Source: an optimization exercise on an open RTL-to-GDS flow (aim: small area and a short achievable clock period). Production flows keep margins and buffers that such runs may drop.
The RTL was checked by simulation tests, not by an equivalence proof against the original design.
No activity file was given, so power comes from the tool's default toggle rates.

Design FlexiPacketEngine, start of the top module:
module FlexiPacketEngine(
input clk,
input resetn,
input validIn,
input [31:0] dataIn,
input lastIn,
output reg validOut,
output reg [31:0] dataOut,
output reg lastOut
);
localparam DEPTH = 99;                 
reg [32*DEPTH-1:0] line;               
reg [6:0]  cnt;                        
reg [6:0]  rem;                        
reg [15:0] seq;
reg        st_hdr, st_pay, st_rep1, st_rep2, st_ftr;
reg [31:0] part0, part1, part2;        
wire rx       = ~(st_hdr | st_pay | st_rep1 | st_rep2 | st_ftr);
always @(posedge clk)
	line <= {line[32*DEPTH-33:0], dataIn};
reg [99:1] sel;
integer j;
always @(*) begin
	for (j = 1; j <= 99; j = j + 1)
		sel[j] = (cnt == j);
end
wire [32*33-1:0] grp_n;                
genvar g, b;
generate
	for (g = 0; g < 33; g = g + 1) begin : grp
		for (b = 0; b < 32; b = b + 1) begin : bt
			FlexiPacketEngine_aoi222 u (
				.a1(sel[3*g+1]), .a2(line[32*(3*g)+b]),
				.b1(sel[3*g+2]), .b2(line[32*(3*g+1)+b]),
				.c1(sel[3*g+3]), .c2(line[32*(3*g+2)+b]),
				.y(grp_n[32*g+b]));
		end
	end
endgenerate
reg [31:0] or0, or1, or2;
integer k;
always @(*) begin
	or0 = 32'h0;
	or1 = 32'h0;
	or2 = 32'h0;
	for (k = 0; k < 11; k = k + 1) begin
		or0 = or0 | ~grp_n[32*k +: 32];
  ...
Size: ~5100 cells after synthesis, roughly 3300 flip-flops, roughly 70 I/O pins.
export LEC_CHECK = 0
export CAP_MARGIN = 20
export CORE_MARGIN = 2
export CORE_UTILIZATION = 55
export PLACE_DENSITY = 0.65
export SETUP_SLACK_MARGIN = 4.7
export SLEW_MARGIN = 20
export SYNTH_HIERARCHICAL = 1
export SYNTH_MINIMUM_KEEP_SIZE = 0
create_clock -name core_clock -period 7.0 [get_ports {clk}]
standard.sh (not shown) runs the stock make flow with config.mk's settings and CLKGATE_MAP_FILE= SYNTH_SCRIPT=/design/flow/synth_recipe.tcl, a recipe that flattens the netlist after the stock synthesis.
==> flow/flow/run.sh <==
#!/bin/bash
# Standard ORFS layout with three changes: ports buffered with buf_4 (not the
# delay buffer buffer_ports picks by default), timing repair free to change a
# cell's footprint, and clock tree synthesis without dummy loads.
set -euo pipefail
bash standard.sh \
  "BUFFER_PORTS_ARGS=-buffer_cell sky130_fd_sc_hd__buf_4" \
  "MATCH_CELL_FOOTPRINT=0" \
  "CTS_ARGS=-sink_clustering_enable -repair_clock_nets -dont_use_dummy_load -sink_clustering_size 24 -sink_clustering_max_diameter 50 -buf_list sky130_fd_sc_hd__clkbuf_16" \
  finish > standard_flow.log 2>&1
Edit:
--- a/flow/config.mk
+++ b/flow/config.mk
@@ -10,3 +10,3 @@
-export CORE_UTILIZATION = 55
-export PLACE_DENSITY = 0.65
-export SETUP_SLACK_MARGIN = 4.7
+export CORE_UTILIZATION = 65
+export PLACE_DENSITY = 0.75
+export SETUP_SLACK_MARGIN = 4.3
Effect:
- routed wire length decreases by about a fifth
- setup slack gets better by 0.0086 ns
- power decreases by a few percent
- die area decreases by about a fifth
- via count decreases by a few percent
Edit:
--- a/flow/flow/run.sh
+++ b/flow/flow/run.sh
@@ -9 +9 @@
-  "CTS_ARGS=-sink_clustering_enable -repair_clock_nets -dont_use_dummy_load -sink_clustering_size 24 -sink_clustering_max_diameter 50 -buf_list sky130_fd_sc_hd__clkbuf_16" \
+  "CTS_ARGS=-sink_clustering_enable -repair_clock_nets -dont_use_dummy_load -sink_clustering_size 32 -sink_clustering_max_diameter 60 -buf_list sky130_fd_sc_hd__clkbuf_16" \
--- a/flow/config.mk
+++ b/flow/config.mk
@@ -10,3 +10,3 @@
-export CORE_UTILIZATION = 65
-export PLACE_DENSITY = 0.75
-export SETUP_SLACK_MARGIN = 4.3
+export CORE_UTILIZATION = 55
+export PLACE_DENSITY = 0.65
+export SETUP_SLACK_MARGIN = 3.8
After rerunning: Clock power is lower by roughly a tenth; register-to-register slack gets worse by 0.31 ns; critical path depth is higher by 6; cell count climbs by a few percent; hold slack got worse by 0.023 ns.
Edit:
--- a/flow/flow/run.sh
+++ b/flow/flow/run.sh
@@ -4 +4,2 @@
-# cell's footprint, and clock tree synthesis without dummy loads.
+# cell's footprint, and clock tree synthesis without dummy loads, with clkbuf_8
+# sink buffers over small clusters.
@@ -9 +10 @@
-  "CTS_ARGS=-sink_clustering_enable -repair_clock_nets -dont_use_dummy_load -sink_clustering_size 32 -sink_clustering_max_diameter 60 -buf_list sky130_fd_sc_hd__clkbuf_16" \
+  "CTS_ARGS=-sink_clustering_enable -repair_clock_nets -dont_use_dummy_load -sink_clustering_size 20 -sink_clustering_max_diameter 45 -buf_list sky130_fd_sc_hd__clkbuf_16 -sink_clustering_buffer sky130_fd_sc_hd__clkbuf_8" \
--- a/flow/config.mk
+++ b/flow/config.mk
@@ -12 +12 @@
-export SETUP_SLACK_MARGIN = 3.8
+export SETUP_SLACK_MARGIN = 4.3
=>
- setup slack improves by 0.26 ns
- critical path depth fell by 6
- wire length hardly moves
- via count rose by 0.43%
- global-route usage rose by 0.11 points
- hold slack stays flat
Edit:
==> flow/run.sh (new file) <==
#!/bin/bash
# synth_recipe.tcl (not shown) runs the flow's synth.tcl, then flattens the netlist and writes it again
# the make line also repeats each setting of config.mk as NAME=value (left out here)
make -C /OpenROAD-flow-scripts/flow DESIGN_CONFIG=/design/flow/config.mk WORK_HOME=/design/flow/orfs CLKGATE_MAP_FILE= SYNTH_SCRIPT=/design/flow/synth_recipe.tcl finish
--- a/flow/config.mk
+++ b/flow/config.mk
@@ -10,0 +11,3 @@
+export CTS_BUF_LIST = sky130_fd_sc_hd__clkbuf_16
+export CTS_CLUSTER_DIAMETER = 50
+export CTS_CLUSTER_SIZE = 24
removed: flow/flow/run.sh
removed: flow/standard.sh
After rerunning: The changed run finished with timing, DRC and antenna clean; wire length went up by 0.68%; cell count went up by 1.4%; via count went up by 0.55%; clock power went up by 47%; count of clock-buffer cells in the layout went down by 22; non-clock buffer count went down by 18; worst setup slack degrades by 0.065 ns.

==> separate check: timing with driven ports <==
The results above use ideal ports. As a check the final layouts listed here were re-extracted and re-timed, cells and wires unchanged. Step 1 (the two cells are an assumption about what drives the block):
set clk [get_ports {clk}]
set_driving_cell -lib_cell sky130_fd_sc_hd__clkbuf_16 $clk
set_driving_cell -lib_cell sky130_fd_sc_hd__buf_2 [delete_from_list [all_inputs] $clk]
Step 2 adds t to the input delays and takes it off the output delays; t is the mean of the earliest and latest rising clock arrival at the registers after step 1. Input paths then give back, and output paths get back, about the clock's delay inside the block. Slacks: no drivers / after step 1 / after step 2; pairs: no drivers / after step 1.
| run | t (ns) | setup slack, ns | clock arrival spread, ns | worst register clock-pin slew, ns | worst slew at a driven data input, ns |
|---|---|---|---|---|---|
| the first run | 0.885 | 4.157 / 4.071 / 4.400 | 0.136 / 0.135 | 0.09 / 0.09 | 0.05 |
| the second run | 0.863 | 4.165 / 4.089 / 4.242 | 0.073 / 0.073 | 0.09 / 0.09 | 0.05 |
| the third run | 0.864 | 3.935 / 3.935 / 3.935 | 0.112 / 0.111 | 0.12 / 0.12 | 0.05 |
| the fourth run | 0.860 | 4.190 / 4.106 / 4.273 | 0.100 / 0.101 | 0.12 / 0.12 | 0.05 |
| the fifth run | 0.911 | 4.125 / 4.047 / 4.225 | 0.053 / 0.053 | 0.09 / 0.09 | 0.05 |
After both steps every run listed still meets setup and hold.
